Background: an optimization exercise with open tools, aiming at small area. Do not read the settings as production practice. In this exercise RTL edits were held to simulation tests only and were not proved equivalent to the original. Power figures rest on the tool's default switching activity, not on a simulated workload.

<file path="design/flow/config.mk">
export PLATFORM = sky130hd
export DESIGN_NAME = temp_display
export DESIGN_NICKNAME = temp_display
export VERILOG_FILES = /design/flow/design.v
export SDC_FILE = /design/flow/constraint.sdc
export NUM_CORES = 4
export LEC_CHECK = 0
export CAP_MARGIN = 20
export CORE_MARGIN = 2
export CORE_UTILIZATION = 40
export SLEW_MARGIN = 20
</file>
<file path="design/flow/constraint.sdc">
create_clock -name core_clock -period 10.0 [get_ports {clk}]
set_input_delay 2.0000 -clock core_clock [delete_from_list [all_inputs] [get_ports {clk}]]
set_output_delay 2.0000 -clock core_clock [all_outputs]
set_load 0.01 [all_outputs]
</file>
<file path="design/flow/design.v">
`timescale 1ns / 1ps
module i2cMaster(go, done, ready, rw, N_Byte, dev_add, dwr, R_Pointer,
drd,ack_e, reset,clk ,scl,sda,scl_int,sda_int);
input go,rw;
input clk;
input [5:0] N_Byte;
input [6:0] dev_add;
input [7:0] dwr;
input [7:0] R_Pointer;
input reset;
output reg [7:0] drd;
output reg ack_e;
output ready;
output reg done;
input scl;   
input sda;   
reg [3:0] state;
reg [7:0] RTX;
reg [7:0] RRX;
reg [7:0] R;
reg [5:0] NB;
reg [9:0] count;
reg stretch;
reg Q3;
reg [3:0] bc;
reg R_W;
output reg scl_int, sda_int;  
wire rbit;
wire ne;
wire pe;
wire wbit;
wire idle;
assign ne = (count ==0);
assign wbit = (count ==10'b0100000000);
assign pe = (count ==  10'b1000000000);
assign rbit = (count ==10'b1100000000);
assign ready = ((state==5 & !R_W) | (state==10 & NB>0) | (state==13) ) & wbit; 
assign idle=(scl & sda);  
always @ (posedge clk)
begin
		if (reset == 1'b1)
			begin
			count <= 0;
			end
		else
		begin
			if (state == 0)
				count <= 0;
			else
				begin
				if (stretch == 1'b0)
					count <= count + 1;
				end
		end
end
always @ (posedge clk)
begin
	if (reset)
	begin
		stretch <= 0;
		Q3 <= 0;
	end
	else if (pe)
		Q3 <= 1'b1;
		else if (rbit)
			Q3 <= 1'b0;
			else if (Q3)
				begin
				if (scl == 1'b0)  
					stretch <= 1'b1;
				else
					stretch <= 1'b0;
				end
end
always @(posedge clk)
begin
if( reset)begin
	scl_int<=1'b1; sda_int<=1'b1; drd<=0; done<=1'b1; ack_e<=1'b0; state<=0;  
end
else 
		case(state)
		0:begin 
					if(go&&idle)begin 
						RTX<=R_Pointer; NB<=N_Byte; R_W<=rw; ack_e<=1'b0; done<=1'b0; R<={dev_add,1'b0}; state<=1; end  
					else begin  scl_int<=1'b1; sda_int<=1'b1; state<=0; end  
				end  
		1:begin  if(rbit)begin sda_int<=1'b0; state<=1;end  
				else begin 
					if(ne && !sda_int)begin scl_int<=1'b0; bc<=8; state<=2; end
				end  
			end  
		2:begin if(wbit)begin
						if(bc>0)begin
							sda_int<=R[bc-1]; bc<=bc-1; state<=2;
							end
						else state<=2;	
				   end  
					else begin if(pe)begin scl_int<=1'b1; state<=2;end
							else begin if(ne)begin
											if(bc==0)begin
												scl_int<=1'b0; sda_int<=1'b1; state<=3; 
											end 
											else begin scl_int<=1'b0; state<=2;
											end
											end 
										  else state<=2;
										end
					end 
			end  
		3:begin  if(pe)begin
						scl_int<=1'b1; state<=3;
					end 
				  else begin
						if (rbit) begin
							if(sda!=1'b0)begin 
								ack_e<=1'b1; state<=3;
							end
							else begin
								ack_e<=1'b0; state<=3;
							end
						end
						else begin
							if(ne)begin
								scl_int<=1'b0; sda_int<=1'b1;bc<=8;state<=4;
							end
							else begin
								state<=3;
							end
						end
				  end  
		end  
		4:begin if(wbit)begin
						if(bc>0)begin
							sda_int<=RTX[bc-1]; bc<=bc-1; state<=4;
						end
						else state<=4;
					end  
				  else begin
						if(pe)begin
							scl_int<=1'b1; state<=4;
						end 
						else begin 
							if(ne)begin
								if(bc==0)begin
									scl_int<=1'b0; sda_int<=1'b1; state<=5;
								end 
								else begin
									scl_int<=1'b0; state<=4;
								end 
							end 
							else state<=4;
						end
						end
		end  
		5:begin if(pe)begin
						scl_int<=1; state<=5;
					end
				  else begin
						if(rbit)begin
							if(sda!=1'b0) begin ack_e<=1'b1; state<=5; end
							else begin ack_e<=1'b0; state<=5; end
						end
						else begin
							if (ne) begin 
								if(R_W) begin
									scl_int<=1'b0; sda_int<=1'b1; bc<=8; state<=6;
								end
								else begin 
									scl_int<=1'b0; sda_int<=1'b1; bc<=8; RTX<=dwr; state<=9;
								end
							end  
							else state<=5;
						end
				  end  
		end  
		6: begin if (wbit)begin
					scl_int<=1'b1; state<=6;
				end 
				else begin
					if (rbit)begin
						sda_int<=1'b0; state<=6;
					end  
					else begin
						if(ne&&sda==1'b0) begin
							scl_int<=1'b0; bc<=8; R<={dev_add,1'b1}; state<=7;
						end  
						else state<=6;
					end  
				end  
		end  
		7:begin if(wbit) begin
					if(bc>0) begin
					sda_int<=R[bc-1];bc<=bc-1;state<=7;
					end
					else state<=7;
					end
					else begin
						if(pe) begin
						scl_int<=1'b1; state<=7;
						end
						else begin
						if(ne)begin
							if(bc==0) begin
							scl_int<=1'b0;sda_int<=1'b1;state<=8;
							end
							else begin
									scl_int<=1'b0; state<=7;
								end
							end  
						else state<=7;
						end
					end
		end  
		8: begin if (pe) begin
						scl_int<=1'b1; state<=8;
					end 
					else begin
						if(rbit) begin
							if(sda!=1'b0)begin
								ack_e<=1'b1; state<=8;
							end
							else begin ack_e<=1'b0; state<=8;end
						end 
						else begin
							if(ne)begin
								scl_int<=1'b0; sda_int<=1'b1; bc<=8; state<=12;  
							end
							else state<=8;
						end  
					end 
		end  
		9:begin if (wbit)begin
						if(bc>0)begin
							sda_int<=RTX[bc-1]; bc<=bc-1; state<=9;
						end 
						else state<=9;
					end  
					else begin
						if(pe) begin
							scl_int<=1'b1; state<=9;
						end  
						else begin
							if(ne)begin
								if(bc==0)begin
									scl_int<=1'b0; sda_int<=1'b1; NB<=NB-1; state<=10;  
								end  
								else begin
									scl_int<=1'b0; state<=9;
								end
							end  
							else begin
								state<=9;
							end  
						end 
					end
		end  
		10:begin if(pe)begin 
					scl_int<=1'b1; state<=10;
				end  
				else begin
					if (rbit)begin
						if(sda!=1'b0)begin
							ack_e<=1'b1; state<=10;
						end  
						else begin
							ack_e<=1'b0; state<=10;
						end  
					end  
					else begin
						if (ne)begin
							if(NB>0)begin
								scl_int<=1'b0; sda_int<=1'b1; bc<=8; RTX<=dwr; state<=9;  
							end  
							else begin
								scl_int<=1'b0; sda_int<=1'b0; state<=11;  
							end  
						end  
						else state<=10;  
					end 
				end  
		 end  
		 11:begin if (pe)begin
		 			scl_int<=1'b1; state<=11;  
		 		end  
		 		else begin
		 			if (rbit)begin
		 				sda_int<=1'b1; state<=11;  
		 			end  
		 			else begin
		 				if(ne)begin
		 					scl_int<=1'b1; sda_int<=1'b1; drd<=0; ack_e<=1'b0; done<=1; state<=0;  
		 				end
		 				else state<=11;  
		 			end  
		 		end 
		 	end  
		 12:begin if (pe)begin
		 			scl_int<=1'b1; state<=12;
		 		end  
		 		else begin
		 			if(rbit)begin
		 				if(bc>0)begin
		 					RRX[bc-1]<=sda; bc<=bc-1; state<=12;  
		 				end 
		 				else state<=12;  
		 			end  
		 			else begin
		 				if(ne)begin
		 					if(bc==0)begin
		 						scl_int<=1'b0; drd<=RRX; NB<=NB-1; RRX<=1'b0; state<=13;  
		 					end  
		 					else begin	
		 						scl_int<=1'b0; state<=12;  
		 					end  
		 				end  
		 				else state<=12;  
		 			end  
		 		end  
		 end  
		 13:begin if (wbit)begin
		 			if(NB>0)begin
		 				sda_int<=1'b0; state<=13;  
		 			end  
		 			else begin
		 				sda_int<=1'b1; state<=13;  
		 			end  
		 		end  
		 		else begin
		 			if (pe) begin
		 				scl_int<=1'b1; state<=13;  
		 			end  
		 			else begin
		 				if(ne)begin
		 					if(NB>0)begin
		 						scl_int<=1'b0; bc<=8; sda_int<=1'b1; state<=12;  
		 					end  
		 					else begin
		 						scl_int<=1'b0; bc<=8; sda_int<=1'b0; state<=11;  
		 					end  
		 				end  
		 				else state<=13;
		 			end  
		 		end  
		 end  
		endcase
end  
endmodule
`timescale 1ns / 1ps
module controller(clk,reset,done,ready,drd,ack_e,go, rw, N_Byte, dev_add, dwr, R_Pointer,W,WADD,DIN);
input ready, done,ack_e;
input clk;
input reset;
input [7:0] drd;
output go;
output reg W;
output reg [4:0] WADD;
output reg [7:0]DIN;
output reg rw;
output reg [5:0] N_Byte;
output reg [6:0] dev_add;
output reg [7:0] dwr;
output reg [7:0] R_Pointer;
localparam [7:0] conifg_second_byte=0,conifg_first_byte=0, Temp_R_add=8'h05;  
reg [7:0] T;
localparam [7:0] Conf_R_add=8'b00000001;
reg [3:0] D1t,D2t;
reg [15:0]data;
reg [4:0] state;
	reg [3:0] hundreds;
   reg [3:0] tens;
   reg [3:0] ones;
   reg [19:0] shift;
   integer i; 
wire go;
assign go = (state == 1 || state==7 );  
always @(posedge clk)
if( reset)begin
state<=0; W<=0;
end 
else
	case(state)
	0: begin 
				if(done)begin
				rw<=0; N_Byte<=2; R_Pointer<=Conf_R_add; dev_add<=7'b0011_000; state<=1;  
			end
			else state<=0;
	end  
	1: begin  state<=2; end  
	2: begin if(ready)begin
				dwr<=conifg_first_byte; state<=3;  
			end
			else state<=2;
	end  
	3: begin  state<=4; end   
	4: begin  if(ready)begin
				dwr<=conifg_second_byte; state<=6;  
			end
			else state<=4;  
	end  
	5: begin 
			if(done)begin
				state<=6;  
			end
			else state<=5;  
	end  
	6: begin  
			if(done)begin
				rw<=1; N_Byte<=2; R_Pointer<=Temp_R_add; dev_add<=7'b0011_000; state<=7;  
			end
			else state<=6;  
	end  
	7: begin  state<=8; end   
	8: begin  
			if(ready)begin
				data[15:8]<=drd; state<=9;  
			end
			else state<=8;  
	end  
	9: begin 
			if(ready)begin
				data[7:0]<=drd; state<=10;  
			end
			else state<=9;  
	end  
	10: begin  
			if(data[12])begin
				T<=256-data[11:4]; state<=11;  
			end
			else begin
				T<=data[11:4]; state<=11;  
			end  
	end  
	11: begin  
			if(done)begin
				state<=12;
			end  
			else begin
				state<=11;
			end  
	end  
	12:begin
		D1t<=0; D2t<=0; state<=13;
	end  
	13: begin
		if(T>99)begin D2t<=D2t+1; T<=T-100; state<=13; end
		else state<=14;
	end  
	14: begin
		if(T>9)begin D1t<=D1t+1; T<=T-10; state<=14; end
		else state<=15;
	end  
	15: begin W<=1; DIN<=8'b01001001; WADD<=5'b10000; state<=16; end
	16: begin W<=1; DIN<={4'b0011,D2t}; WADD<=5'b000000; state<=17; end
	17: begin W<=1; DIN<={4'b0011,D1t}; WADD<=5'b000001; state<=18; end
	18: begin W<=1; DIN<={4'b0011,T[3:0]}; WADD<=5'b000010; state<=19;end
	19: begin W<=0; state<=5;end
	endcase
endmodule
`timescale 1ns / 1ps
module LCDI(clk, reset, DIN,W,WADD, dataout, control);
         input clk;
         input reset;
         input [7:0] DIN;
         output [3:0] dataout;
         output [2:0] control;
	 input [4:0] WADD;
	 input W;
	 reg [2:0] sel;
	 reg [25:0] delay;  
	 reg [5:0] state;
	 reg [3:0] dataout;
	 reg [2:0] control;  
	 reg [7:0] DR;
	 reg [4:0] add;
	 reg [7:0] datain;
	 reg R;
	 reg [7:0]LCDRAM[0:31];
	integer i;
	always@(posedge clk)
		if(reset)
			for (i = 0; i < 32; i = i+1)
				LCDRAM[i]<= 8'hFE;
		else if(W)LCDRAM[WADD]<= DIN;
	always@(*)
		if(R)datain=LCDRAM[add];
		else datain=0;
	 always @ (posedge clk)
	 if(reset)begin state<=0; control<=0; dataout<=0; end
	 else
	 begin
	 case(state)
	 0:begin delay <= 750_000; state<= 1;control[2:1] <= 0; control[0] <= 0;   end  
	 1:begin 
	   if(delay==0)begin state <= 2; delay<=12; dataout<= 4'h3; control<=3'h4; end
		else delay <= delay -1; 
		end
	 2:begin if(delay==0)begin delay <= 205_000; state<= 3;control <= 0; end
	   else delay <= delay -1 ; 
		end
	 3:begin 
	   if(delay==0)begin state <= 4; delay<=12; dataout<= 4'h3; control<=3'h4; end
		else delay <= delay -1; 
		end
	 4:begin if(delay==0)begin delay <= 5_000; state<= 5;control <= 0; end
	   else delay <= delay -1 ; 
		end
	 5:begin 
	   if(delay==0)begin state <= 6; delay<=12; dataout<= 4'h3; control<=3'h4; end
		else delay <= delay -1; 
		end
	 6:begin if(delay==0)begin delay <= 2_000; state<= 7;control <= 0; end
	   else delay <= delay -1 ; 
		end
	 7:begin 
	   if(delay==0)begin state <= 8; delay<=12; dataout<= 4'h2; control<=3'h4; end
		else delay <= delay -1; 
		end
	 8:begin if(delay==0)begin delay <= 2_000; state<= 9;control <= 0; end   
	   else delay <= delay -1 ; 
		end
	 9:begin 
	   if(delay==0)begin state <= 10;sel <= 4; end
		else delay <= delay -1; 
		end
	10:begin  
	   case(sel)
			 0: begin state <= 20; delay <= 82_000; end
			 1: begin state <= 11; DR <= 8'h01; end
			 2: begin state <= 11; DR <= 8'h0C; end
			 3: begin state <= 11; DR <= 8'h06; end
			 4: begin state <= 11; DR <= 8'h28; end 		 
	 default: state <= 0 ;
		endcase end
	11:begin state <= 12; control <= 0; dataout <= DR[7:4]; delay <= 2; sel <= sel -1; end
	12:begin if(delay==0)begin delay <= 12; state<= 13; control<=3'h4; end
	         else delay <= delay -1 ;end
	13:begin if(delay==0)begin delay <= 2; state<= 14; control<=0; end
	         else delay <= delay -1 ; end
	14:begin if(delay==0)begin delay <= 50 ; state<= 15; end
	         else delay <= delay -1 ; end
	15:begin if(delay==0)begin state <= 16; control <= 0; dataout <=DR[3:0]; delay <= 2;end
	         else delay <= delay -1 ; end
	16:begin if(delay==0)begin delay <= 12; state<= 17; control<=3'h4; end
	         else delay <= delay -1 ; end
	17:begin if(delay==0)begin delay <= 2; state<= 18; control<=0; end
	         else delay <= delay -1 ; end
	18:begin if(delay==0)begin delay <= 2_000 ; state<= 19; end
	         else delay <= delay -1 ; end
	19:begin if(delay==0)begin state<= 10; end
	         else delay <= delay -1 ; end
	20:begin if(delay==0)begin state<= 21; end
	   else delay <= delay -1 ; 
		end
	21:begin state <= 22;add <= 0;R <=1; end
	22:begin state <= 23; if(add==0)DR <=8'h80;else DR<=8'hC0;  end 
	23:begin state <= 24; control <= 0; dataout <= DR[7:4]; delay <= 2;end
	24:begin if(delay==0)begin delay <= 12; state<= 25; control<=3'h4; end
	         else delay <= delay -1 ;end
	25:begin if(delay==0)begin delay <= 2; state<= 26; control<=0; end
	         else delay <= delay -1 ; end
	26:begin if(delay==0)begin delay <= 50 ; state<= 27; end
	         else delay <= delay -1 ; end
	27:begin if(delay==0)begin state <= 28; control <= 0; dataout <=DR[3:0]; delay <= 2;end
	         else delay <= delay -1 ; end
	28:begin if(delay==0)begin delay <= 12; state<= 29; control<=3'h4; end
	         else delay <= delay -1 ; end
	29:begin if(delay==0)begin delay <= 2; state<= 30; control<=0; end
	         else delay <= delay -1 ; end
	30:begin if(delay==0)begin delay <= 2_000 ; state<= 31; end
	         else delay <= delay -1 ; end
	31:begin if(delay==0)begin state<= 32; end
	         else delay <= delay -1 ; end
	32:begin state <= 33; DR <= datain; if(add==31)add<=0;else add<= add+1;  end
	33:begin state <= 34; control <= 3'b010; dataout <= DR[7:4]; delay <= 2; end
	34:begin if(delay==0)begin delay <= 12; state<= 35; control<=3'b110; end
	         else delay <= delay -1 ;end
	35:begin if(delay==0)begin delay <= 2; state<= 36; control<=3'b010; end
	         else delay <= delay -1 ; end
	36:begin if(delay==0)begin delay <= 50 ; state<= 37;control<=0; end
	         else delay <= delay -1 ; end
	37:begin if(delay==0)begin state <= 38; control <= 3'b010; dataout <=DR[3:0]; delay <= 2;end
	         else delay <= delay -1 ; end
	38:begin if(delay==0)begin delay <= 12; state<= 39; control<=3'b110; end
	         else delay <= delay -1 ; end
	39:begin if(delay==0)begin delay <= 2; state<= 40; control<=3'b010; end
	         else delay <= delay -1 ; end
	40:begin if(delay==0)begin delay <= 2_000 ; state<= 41;control<=0; end
	         else delay <= delay -1 ; end
	41:begin if(delay==0)begin if(add==0 | add==16)state<= 42;else state<= 32;  end
	         else delay <= delay -1 ; end
	42:begin if(add==0)begin state <= 43; delay <= 1_000_000;end else state<=22; end
        43:begin if(delay==0)begin state<= 22; end
	         else delay <= delay -1 ; end	
	default: state <= 0;
	endcase
	 end
endmodule
`timescale 1ns / 1ps
module temp_display(clk, reset, dataout, control, scl_in, sda_in, scl_out, sda_out);
input clk,reset;
input scl_in, sda_in;    
output scl_out, sda_out;  
output [3:0] dataout;
output [2:0] control;
wire go,done, ready, rw, ack_e, W;
wire [5:0] N_Byte;
wire [6:0] dev_add;
wire [7:0] dwr,R_Pointer,drd,DIN;
wire [4:0] WADD;
i2cMaster I2c(go, done, ready, rw, N_Byte, dev_add, dwr, R_Pointer,drd,ack_e, reset,clk ,scl_in,sda_in,scl_out,sda_out );
controller Control(clk,reset,done,ready,drd,ack_e,go, rw, N_Byte, dev_add, dwr, R_Pointer,W,WADD,DIN ); 
LCDI display (clk, reset, DIN,W,WADD, dataout, control);
endmodule
</file>
<file path="design/flow/run.sh">
#!/bin/bash
# synth_recipe.tcl (not shown) runs the flow's synth.tcl, then flattens the netlist and writes it again
# the make line also repeats each setting of config.mk as NAME=value (left out here)
make -C /OpenROAD-flow-scripts/flow DESIGN_CONFIG=/design/flow/config.mk WORK_HOME=/design/flow/orfs CLKGATE_MAP_FILE= SYNTH_SCRIPT=/design/flow/synth_recipe.tcl finish
</file>
==> impl_results.md <==
- Final Cell Area: 13900 um^2
- WL met1: 14600 um
- Primary FF master, synth: edfxtp_1
- First-pass GRT wire length: 51200 um
- Top-area cell type share of the netlist area: 0.363
- CTS clk-pin slew, worst paths: 60 ps
- Core footprint: 31500 um^2
- Actual slew at the worst max-slew pin: 1080 ps
- RSZ-0062 raised after global routing: no
- CTS hold repair buffers: 0
- Clk latency of the worst-skew pair: 520 ps
- Logic pwr share: 0.364
- Cell Pwr Density: 235 nW/um^2
- Synth Register Bits: 204
- Sw frac: 0.377
- Total power: 3270 uW
- Worst min path class: reg2reg
- Fmax: 0.244 GHz
- Met3 Routed Length: 1740 um
- Critical Path AT: 4350 ps
- Avg WL per Cell: 18.0 um
- Slowest cell on crit path: or4bb_1
- Total Routed Length: 31200 um
- Setup violators final: 0
- Total GRT Usage: 0.187
- Die Width: 182 um
- Vias in the first global route: 9695
- Async SR Flop Fraction: 0
- Root Buffer: clkbuf_16
- Fin. Hold Viols: 0
- Final worst-path cycle share: 0.409
- Boundary pin count: 13
- Uppermost routed layer: met4
- Worst ir drop on vdd: 125 uV
- Row Count: 65
- Worst path required time: 10260 ps
- Initial antenna violation count: 0
- Vias: 10200
- Setup TNS: 0 ps
- CTS tree: built
- Gpl congestion: 0.906
- Final net count: 1348
- Routed Antenna Nets: 0
- Crit path cell chain: inv_1 -> ha_1 -> or3b_1 -> clkinv_2 -> ha_1 -> or4bb_1 -> nor3_1 -> o211ai_1 -> nor4_1 -> mux2i_1 -> nor2_1
- CP Class: reg2reg
- Avg Vias per Cell: 5.86
- EDFF count, synth: 154
- Final min period: 4090 ps
- CTS Buf Count: 24
- WL met2: 14000 um
- Die area: 33300 um^2
- CP top delay family: simple AND/OR/NAND/NOR gates
- Crit path largest cell delay: 500 ps
- Layout Skew: 10.6 ps
- Share of cells above drive strength 1: 0.0871
- Layout area overhead: 9.02%
- Sequential area share after synthesis: 0.442
- Crit-path most repeated cell: ha_1
- Resized cells post-CTS: 0
- Post-layout util: 0.441
- Non-Filler Instances: 1734
- Drt initial violations: 1004
- Postcts setup bufs: 0
- Static leakage: 0.00455 uW
- Status: complete, no violations
- Worst Setup End Kind: flip-flop
- Warnings, synthesis: 3
- Synthesized cell area: 12700 um^2
- Crit path max fanout: 11
- Sequential power share: 0.373
- Initial Util: 0.405
- Gate Count Post-Synth: 1345
- Mean cell area of the mapped netlist: 9.47 um^2
- Count of TritonRoute iterations in the first routing pass: 5
- Dpl cell area: 13100 um^2
- Antenna Cells: 0
- Ranking of synthesized cells by area: edfxtp_1, dfxtp_1, nor2_1, ha_1, a21oi_1
- Clk pwr share: 0.263
- CP startpoint kind: flip-flop
- Drt drc: 0
- Yosys cell types: 87
- Max-slew violation count: 0
- Placed cells: 1690
- WP buf/inv: 2
- Depth of the CTS H-tree: 1
- Pin count of the biggest net entering global routing: 48
- CTS sink cnt: 204
- Max clock buf depth: 3
- Internal power: 2030 uW
- Slew margin rel.: 0.276
- Post-synth top area cell: edfxtp_1
- Maxcap violations: 0
- Sw power: 1230 uW
- Grt total ovfl: 0
- PortBufs: 11
- Dpl hpwl: 21600 um
- Die height: 182 um
-- cells by family after synthesis --
| logic type | Yosys count | share of synthesized area |
|---|---|---|
| mux | 40 | 0.0456 |
| buf+inv | 135 | 0.0441 |
| compound gates | 305 | 0.162 |
| simple gates | 568 | 0.235 |
| other cells | 2 | 0.000590 |
| xor+xnor | 61 | 0.0419 |
| fa+ha+maj | 30 | 0.0295 |
| flops | 204 | 0.442 |
-- power by group through the flow --
stage / clock [uW] / combinational [uW] / sequential [uW]
finish: 860 / 1190 / 1220
global route: 914 / 1320 / 1240
global placement: 0 / 1170 / 1230
detailed placement: 0 / 1170 / 1230
floorplan: 0 / 946 / 1170
CTS: 882 / 1180 / 1220
-- Yosys cell counts (14+ instances only) --
cell type  count
xor2_1        32
o31ai_1       14
mux4_2        14
nand2b_1      27
nor2b_1       36
nand2_1       93
nor4_1        27
nand4_1       16
inv_1         45
or3_1         21
and3_1        15
buf_2         19
ha_1          30
nor3_1        38
a22oi_1       15
a21oi_1       73
nand3_1       42
clkbuf_1      57
edfxtp_1     154
nor2_1       151
dfxtp_1       50
o22ai_1       16
mux2i_1       22
xnor2_1       29
or2_2         32
o21ai_0       45
-- registers in the layout (all words and copies together) (netlist names), 3 cells and up, named ones only --
name             count
Control.DIN          6
display.state        6
I2c.state            4
Control.T            8
display.sel          3
I2c.drd              8
display.add          5
display.DR           8
display.dataout      4
Control.D2t          4
I2c.count           10
display.delay       26
Control.data         9
Control.D1t          4
I2c.RRX              8
display.LCDRAM      56
Control.state        5
I2c.bc               4
I2c.NB               6
-- routing by layer --
| layer | up-vias | global-route usage |
|---|---|---|
| met5 | - | 0 |
| met4 | 0 | 0.0616 |
| met3 | 85 | 0.0257 |
| met2 | 313 | 0.299 |
| met1 | 4830 | 0.263 |
| li1 | 4940 | - |
-- layout by cell type (no fill, tap or decap), drive strengths merged, types with 6 or more instances in the layout --
| cell type | instances |
|---|---|
| xnor2 | 29 |
| ha | 30 |
| or3 | 23 |
| nand2b | 27 |
| clkinv | 10 |
| or2 | 35 |
| edfxtp | 154 |
| nand3 | 42 |
| o22ai | 16 |
| a21o | 6 |
| o21ai | 59 |
| nand3b | 10 |
| clkdlybuf4s50 | 10 |
| nand2 | 93 |
| o221ai | 6 |
| a22oi | 15 |
| nand4 | 17 |
| a211o | 7 |
| nor3 | 38 |
| o211ai | 13 |
| or4 | 12 |
| a31oi | 11 |
| and2 | 10 |
| nor4 | 27 |
| xor2 | 32 |
| buf | 18 |
| mux4 | 14 |
| o31ai | 14 |
| nor2b | 36 |
| nor3b | 7 |
| a211oi | 10 |
| mux2i | 22 |
| and3 | 16 |
| dfxtp | 50 |
| inv | 45 |
| clkbuf | 34 |
| a21oi | 73 |
| nor2 | 151 |
| a2111oi | 12 |
-- final cells by class --
cell class,instances,area (um^2)
clock buffers,34,658
clock inverters,10,113
fillers,3013,17600
inverters,47,178
multi-input cells,1009,6580
flip-flops and latches,204,5630
well taps,402,503
repair buffers,28,233
-- metrics by stage --
| stage | hold slack [ps] | setup WS, ps |
|---|---|---|
| after global routing | 447 | 5500 |
| after detailed placement | 421 | 5540 |
| final | 434 | 5910 |
| after CTS | 435 | 5970 |
| after floorplan | 409 | 2990 |
| after global placement | 423 | 5650 |
-- worst paths after layout --
kind | startpoint | to | slack, ps | cells past startpoint
hold / removal | I2c.drd[1]$_SDFFE_PP0P_ | Control.data[9]$_DFFE_PP_ | 430 | 0
setup / recovery | I2c.bc[0]$_SDFFCE_PN0P_ | I2c.RRX[6]$_SDFFCE_PN0P_ | 5910 | 11
hold reg to reg | I2c.drd[1]$_SDFFE_PP0P_ | Control.data[9]$_DFFE_PP_ | 430 | 0
setup reg to reg | I2c.bc[0]$_SDFFCE_PN0P_ | I2c.RRX[6]$_SDFFCE_PN0P_ | 5910 | 11

[separate check: timing with driven ports]
No port has a modelled driver above. Below, the same layout with a new extraction and two added sets of constraints.
Step 1, drivers: a clkbuf_16 drives clk and a buf_2 each remaining input, both assumed.
Step 2 adds t to the input delays and takes it off the output delays; t is the mean of the earliest and latest rising clock arrival at the registers after step 1. Input paths then give back, and output paths get back, about the clock's delay inside the block.
Three values: no drivers, after step 1, after step 2; two values: the first two.
t, ns: 0.568
setup WS [ns]: 5.907 / 5.907 / 5.533
hold slack, ns: 0.434 / 0.434 / 0.434
latest minus earliest clock arrival (ns): 0.011 / 0.011
pins driven straight from the clock port: 1
After both steps this run still meets setup and hold. The setup slack of this run moves by 0.000 ns with the drivers and by -0.374 ns with both steps.
